Background: an optimization exercise with open tools, aiming at a short achievable clock period and few clock cycles. Do not read the settings as production practice.
Only simulation tests tie the RTL to the original design; equivalence was not proved.
Power figures rest on the tool's default switching activity, not on a simulated workload.

== old ==
==> flow/design.v <==
module ALU (
	input  [31:0] a,
	input  [31:0] b,
	input  [4:0]  shamt,
	input         sub,        
	input  [1:0]  shop,       
	input  [7:0]  sel,
	output [31:0] sum,
	output [31:0] result
);
	wire [31:0] bx = sub ? ~b : b;
	wire [32:0] s33 = {1'b0, a} + {1'b0, bx} + {32'b0, sub};
	assign sum = s33[31:0];
	wire slt  = (a[31] ^ b[31]) ? a[31] : s33[31];
	wire sltu = ~s33[32];
	reg [31:0] sh;
	always @(*)
		case (shop)
			2'd0: sh = b << shamt;
			2'd3: sh = $signed(b) >>> shamt;
			default: sh = b >> shamt;
		endcase
	assign result = ({32{sel[0]}} & sum)
	              | ({32{sel[1]}} & (a & b))
	              | ({32{sel[2]}} & (a | b))
	              | ({32{sel[3]}} & ~(a | b))
	              | ({32{sel[4]}} & {31'b0, slt})
	              | ({32{sel[5]}} & {31'b0, sltu})
	              | ({32{sel[6]}} & sh)
	              | ({32{sel[7]}} & b);
endmodule
module mips_registers ( read_data_1, read_data_2, write_data, read_reg_1, read_reg_2, write_reg, signal_reg_write, clk );
	output [31:0] read_data_1, read_data_2;
	input [31:0] write_data;
	input [4:0] read_reg_1, read_reg_2, write_reg;
	input signal_reg_write, clk;
	reg [31:0] registers [31:1];
	always @(posedge clk)
		if (signal_reg_write && write_reg != 5'd0)
			registers[write_reg] <= write_data;
	assign read_data_1 = (read_reg_1 == 5'd0) ? 32'b0 : registers[read_reg_1];
	assign read_data_2 = (read_reg_2 == 5'd0) ? 32'b0 : registers[read_reg_2];
endmodule
module mips_core (
	input         clk,
	input         rst,
	output [31:0] imem_addr,
	input  [31:0] imem_rdata,
	output [31:0] dmem_addr,
	output [31:0] dmem_wdata,
	output [3:0]  dmem_wmask,
	output        dmem_we,
	input  [31:0] dmem_rdata,
	output        wb_en,
	output [4:0]  wb_reg,
	output [31:0] wb_data
);
reg  [9:0]  fa;           
reg         f_first;      
reg  [31:0] f_pc;
reg  [9:0]  lr_f;         
reg  [31:0] lr_d;         
reg  [31:0] lr_e;         
reg         d_valid;
reg  [31:0] ir;
reg  [31:0] d_pc;
reg         d_pt;         
reg         e_valid;
reg  [31:0] e_a, e_b, e_s;
reg  [4:0]  e_sh;
reg         e_sub;
reg  [1:0]  e_shop;
reg  [7:0]  e_sel;
reg  [4:0]  e_dst;
reg         e_wen, e_load, e_store, e_br, e_bne, e_pt, e_jr, e_jal;
reg  [1:0]  e_lt;         
reg  [3:0]  e_mask;
reg  [31:0] e_alt;        
reg  [31:0] m_res;
reg  [31:0] m_sdata;
reg  [3:0]  m_mask;
reg         m_we;
reg         m_wen, m_load;
reg  [1:0]  m_lt;
reg  [4:0]  m_dst;
reg         w_en;
reg  [4:0]  w_reg;
reg  [31:0] w_data;
wire [5:0]  f_op   = imem_rdata[31:26];
wire        f_j    = (f_op == 6'h02) | (f_op == 6'h03);
wire        f_jal  = (f_op == 6'h03);
wire        f_br   = (f_op == 6'h04) | (f_op == 6'h05);
wire        f_jr   = (f_op == 6'h00) & (imem_rdata[5:0] == 6'h08);
wire        f_pt   = f_br & imem_rdata[15];           
wire [9:0]  fa1    = fa + 10'd1;
wire [9:0]  f_next = f_j  ? imem_rdata[9:0] :
                     f_jr ? lr_f :
                     f_pt ? fa1 + imem_rdata[9:0] : fa1;
wire [5:0]  op     = ir[31:26];
wire [4:0]  rs     = ir[25:21];
wire [4:0]  rt     = ir[20:16];
wire [4:0]  rd     = ir[15:11];
wire [5:0]  fn     = ir[5:0];
wire [15:0] imm    = ir[15:0];
wire        d_r    = (op == 6'h00);
wire        d_jr   = d_r & (fn == 6'h08);
wire        d_j    = (op == 6'h02);
wire        d_jal  = (op == 6'h03);
wire        d_beq  = (op == 6'h04);
wire        d_bne  = (op == 6'h05);
wire        d_lw   = (op == 6'h23) | (op == 6'h30);
wire        d_lbu  = (op == 6'h24);
wire        d_lhu  = (op == 6'h25);
wire        d_load = d_lw | d_lbu | d_lhu;
wire        d_sb   = (op == 6'h28);
wire        d_sh   = (op == 6'h29);
wire        d_store= d_sb | d_sh | (op == 6'h2b) | (op == 6'h38);
wire        d_andi = (op == 6'h0c);
wire        d_ori  = (op == 6'h0d);
wire        d_slti = (op == 6'h0a);
wire        d_sltiu= (op == 6'h0b);
wire        d_lui  = (op == 6'h0f);
wire [4:0]  d_dst  = d_r ? rd : d_jal ? 5'd31 : rt;
wire        d_wen  = ~(d_jr | d_store | d_beq | d_bne | d_j) & (d_dst != 5'd0);
wire        use_rs = ~(d_j | d_jal | d_lui);
wire        use_rt = d_r | d_beq | d_bne | d_store;
wire        r_sub  = d_r & ((fn == 6'h22) | (fn == 6'h23));
wire        r_slt  = d_r & (fn == 6'h2a);
wire        r_sltu = d_r & (fn == 6'h2b);
wire        r_and  = d_r & (fn == 6'h24);
wire        r_or   = d_r & (fn == 6'h25);
wire        r_nor  = d_r & (fn == 6'h27);
wire        r_add  = d_r & ((fn == 6'h20) | (fn == 6'h21));
wire        r_shift= d_r & ((fn == 6'h00) | (fn == 6'h02) | (fn == 6'h03));
wire        is_slt = r_slt | d_slti;
wire        is_sltu= r_sltu | d_sltiu;
wire [7:0]  d_sel;
assign d_sel[0] = r_add | r_sub | ~d_r & ~(d_andi | d_ori | d_slti | d_sltiu | d_lui | d_jal);
assign d_sel[1] = r_and | d_andi;
assign d_sel[2] = r_or  | d_ori;
assign d_sel[3] = r_nor;
assign d_sel[4] = is_slt;
assign d_sel[5] = is_sltu;
assign d_sel[6] = r_shift;
assign d_sel[7] = d_lui | d_jal;
wire        d_sub  = r_sub | is_slt | is_sltu;
wire [31:0] pc4    = d_pc + 32'd4;
wire [31:0] pc8    = d_pc + 32'd8;
wire [31:0] brt    = pc4 + {{14{imm[15]}}, imm, 2'b00};
wire [31:0] jt     = {d_pc[31:28], ir[25:0], 2'b00};
wire [31:0] d_succ = (d_j | d_jal) ? jt : d_jr ? lr_d : d_pt ? brt : pc4;
wire [31:0] rf_a, rf_b;
mips_registers regblock(rf_a, rf_b, w_data, rs, rt, w_reg, w_en, clk);
wire [31:0] ldx = (m_lt == 2'd1) ? {24'b0, dmem_rdata[7:0]} :
                  (m_lt == 2'd2) ? {16'b0, dmem_rdata[15:0]} : dmem_rdata;
wire [31:0] m_val = m_load ? ldx : m_res;
wire [31:0] alu_sum, alu_res;
ALU alu(.a(e_a), .b(e_b), .shamt(e_sh), .sub(e_sub), .shop(e_shop), .sel(e_sel),
        .sum(alu_sum), .result(alu_res));
wire hitEa = e_valid & e_wen & (e_dst == rs);
wire hitMa = m_wen & (m_dst == rs);
wire hitWa = w_en & (w_reg == rs);
wire hitEb = e_valid & e_wen & (e_dst == rt);
wire hitMb = m_wen & (m_dst == rt);
wire hitWb = w_en & (w_reg == rt);
wire [31:0] va = hitEa ? alu_res : hitMa ? m_val : hitWa ? w_data : rf_a;
wire [31:0] vb = hitEb ? alu_res : hitMb ? m_val : hitWb ? w_data : rf_b;
wire stall = d_valid & e_valid & e_load & e_wen &
             ((use_rs & (e_dst == rs)) | (use_rt & (e_dst == rt)));
wire [31:0] immx = (d_andi | d_ori) ? {16'b0, imm} :
                   d_lui ? {imm, 16'b0} :
                   d_jal ? pc8 : {{16{imm[15]}}, imm};
wire        b_is_rt = d_r | d_beq | d_bne;
wire        eq       = (e_a == e_b);
wire        taken    = e_bne ? ~eq : eq;
wire        mispred  = e_valid & ((e_br & (taken != e_pt)) | (e_jr & (e_a != e_alt)));
wire [31:0] redirect = e_jr ? e_a : e_alt;
always @(posedge clk) begin
	if (rst) begin
		fa      <= 10'd0;
		f_first <= 1'b1;
		f_pc    <= 32'd0;
		lr_f    <= 10'd0;
		lr_d    <= 32'd0;
		lr_e    <= 32'd0;
		d_valid <= 1'b0;
		e_valid <= 1'b0;
		m_we    <= 1'b0;
		m_wen   <= 1'b0;
		m_load  <= 1'b0;
		w_en    <= 1'b0;
	end else begin
		w_en   <= m_wen;
		w_reg  <= m_dst;
		w_data <= m_val;
		m_res   <= alu_res;
		m_sdata <= e_s;
		m_mask  <= e_mask;
		m_we    <= e_valid & e_store;
		m_wen   <= e_valid & e_wen;
		m_load  <= e_valid & e_load;
		m_lt    <= e_lt;
		m_dst   <= e_dst;
		if (e_valid & e_jal)
			lr_e <= alu_res;
		e_valid <= d_valid & ~stall & ~mispred;
		e_a     <= use_rs ? va : 32'd0;
		e_b     <= b_is_rt ? vb : immx;
		e_s     <= vb;
		e_sh    <= ir[10:6];
		e_sub   <= d_sub;
		e_shop  <= fn[1:0];
		e_sel   <= d_sel;
		e_dst   <= d_dst;
		e_wen   <= d_wen;
		e_load  <= d_load;
		e_store <= d_store;
		e_lt    <= d_lbu ? 2'd1 : d_lhu ? 2'd2 : 2'd0;
		e_mask  <= d_sb ? 4'b0001 : d_sh ? 4'b0011 : 4'b1111;
		e_br    <= d_beq | d_bne;
		e_bne   <= d_bne;
		e_pt    <= d_pt;
		e_jr    <= d_jr;
		e_jal   <= d_jal;
		e_alt   <= d_jr ? lr_d : d_pt ? pc4 : brt;
		if (mispred) begin
			d_valid <= 1'b0;
			fa      <= redirect[11:2];
			f_first <= 1'b1;
			f_pc    <= redirect;
			lr_f    <= lr_e[11:2];
			lr_d    <= lr_e;
		end else if (~stall) begin
			d_valid <= 1'b1;
			ir      <= imem_rdata;
			d_pt    <= f_pt;
			d_pc    <= f_first ? f_pc : d_succ;
			f_first <= 1'b0;
			fa      <= f_next;
			if (f_jal)
				lr_f <= fa + 10'd2;
			if (d_valid & d_jal)
				lr_d <= pc8;
		end
	end
end
assign imem_addr  = {20'b0, fa, 2'b00};
assign dmem_addr  = m_res;
assign dmem_wdata = m_sdata;
assign dmem_wmask = m_mask;
assign dmem_we    = m_we;
assign wb_en      = w_en;
assign wb_reg     = w_reg;
assign wb_data    = w_data;
endmodule
export LEC_CHECK = 0
export ABC_CLOCK_PERIOD_IN_PS = 3000
export CAP_MARGIN = 20
export CORE_MARGIN = 2
export CORE_UTILIZATION = 40
export PLACE_DENSITY = 0.6
export SLEW_MARGIN = 20
create_clock -name core_clock -period 12.0 [get_ports {clk}]
standard.sh (not shown) runs the stock make flow with config.mk's settings and CLKGATE_MAP_FILE= SYNTH_SCRIPT=/design/flow/synth_recipe.tcl, a recipe that flattens the netlist after the stock synthesis.
==> flow/flow/run.sh <==
#!/bin/bash
# Standard ORFS layout, with timing repair aiming well past the 12 ns clock:
# repair_timing treats any path with less than SETUP_SLACK_MARGIN ns of slack
# as failing, so the layout is optimised for the shortest period it can reach.
# The constraints (clock period, I/O delays, loads) are the standard flow's, unchanged.
set -euo pipefail
MARGIN=${MARGIN:-8.5}
bash standard.sh SETUP_SLACK_MARGIN=$MARGIN MATCH_CELL_FOOTPRINT=0 finish > flow_make.log 2>&1
Testbench counts of old, summed over its fixed seeds: cycles 45,733.
diff inputs: old => new
diff --git a/flow/design.v b/flow/design.v
--- a/flow/design.v
+++ b/flow/design.v
@@ -92,5 +92,12 @@
 wire        f_br   = (f_op == 6'h04) | (f_op == 6'h05);
 wire        f_jr   = (f_op == 6'h00) & (imem_rdata[5:0] == 6'h08);
-wire        f_pt   = f_br & imem_rdata[15];           
+reg  [63:0] bht_v;        
+reg  [1:0]  bht_c [0:63]; 
+reg         u_en, u_tk;   
+reg  [5:0]  u_idx;
+reg  [5:0]  e_bidx;
+wire        f_bv   = bht_v[fa[5:0]];
+wire        f_bc   = bht_c[fa[5:0]][1];
+wire        f_pt   = f_br & (f_bv ? f_bc : imem_rdata[15]);   
 wire [9:0]  fa1    = fa + 10'd1;
 wire [9:0]  f_next = f_j  ? imem_rdata[9:0] :
@@ -177,4 +184,10 @@
 wire [31:0] redirect = e_jr ? e_a : e_alt;
 always @(posedge clk) begin
+	u_idx <= e_bidx;
+	u_tk  <= taken;
+	if (u_en)
+		bht_c[u_idx] <= ~bht_v[u_idx] ? (u_tk ? 2'b10 : 2'b01) :
+		                u_tk ? (bht_c[u_idx] == 2'b11 ? 2'b11 : bht_c[u_idx] + 2'b01) :
+		                       (bht_c[u_idx] == 2'b00 ? 2'b00 : bht_c[u_idx] - 2'b01);
 	if (rst) begin
 		fa      <= 10'd0;
@@ -190,5 +203,10 @@
 		m_load  <= 1'b0;
 		w_en    <= 1'b0;
+		bht_v   <= 64'b0;
+		u_en    <= 1'b0;
 	end else begin
+		u_en    <= e_valid & e_br;
+		if (u_en)
+			bht_v[u_idx] <= 1'b1;
 		w_en   <= m_wen;
 		w_reg  <= m_dst;
@@ -224,4 +242,5 @@
 		e_jal   <= d_jal;
 		e_alt   <= d_jr ? lr_d : d_pt ? pc4 : brt;
+		e_bidx  <= d_pc[7:2];
 		if (mispred) begin
 			d_valid <= 1'b0;
### Flow results
- Sum of routed wire segments on met1 of new exceeds that of old by a little under 10%.
- A cell with the biggest individual delay on the critical path of sky130_fd_sc_hd__o21ai_1 is what new shows, while sky130_fd_sc_hd__edfxtp_1 belongs to old.
- The count of clock-buffer cells in the layout in old is 0.913 times that in new.
- Comparing number of clock sinks seen by CTS for new and old, the smaller number came from old.
- Re design area: new and old aren't equal, and the lower value belongs to old.
- Between old and new, the flow reports global-route wire length before repair increasing by more than 10%.
- Sequential group power: new and old compared, higher one is new
- Lower synthesis-to-finish area growth among new and old: old
- Measured against new, the power consumption of old comes out at 0.868 times the reference value.
- Maximum number of pins on one net before global-route repair (new vs. old) decreases slightly
Testbench counts of new, summed over its fixed seeds: cycles 43,607.

what the ideal ports hide:
Ports are ideal in the flow. The routed layouts listed here were re-timed in OpenROAD. Step 1 (the two cells are an assumption about what drives the block):
set clk [get_ports {clk}]
set_driving_cell -lib_cell sky130_fd_sc_hd__clkbuf_16 $clk
set_driving_cell -lib_cell sky130_fd_sc_hd__buf_2 [delete_from_list [all_inputs] $clk]
Step 2 times the ports against the registers' clock, not the clock port: input delays grow and output delays shrink by t, the midpoint of the rising clock arrivals with the driver on. Slacks: ideal / step 1 / step 2; pairs: ideal / step 1.
run | t, ns | setup slack, ns | worst register clock-pin slew, ns | worst slew at a driven data input, ns | cell pins on the clock port's net
old | 0.905 | 8.003 / 7.916 / 7.471 | 0.07 / 0.07 | 0.18 | 1
new | 0.940 | 7.939 / 7.871 / 7.347 | 0.07 / 0.07 | 0.11 | 1
After both steps every run listed still meets setup and hold. The setup slack of new, which loses most, moves by -0.068 ns with the drivers and by -0.592 ns with both steps.
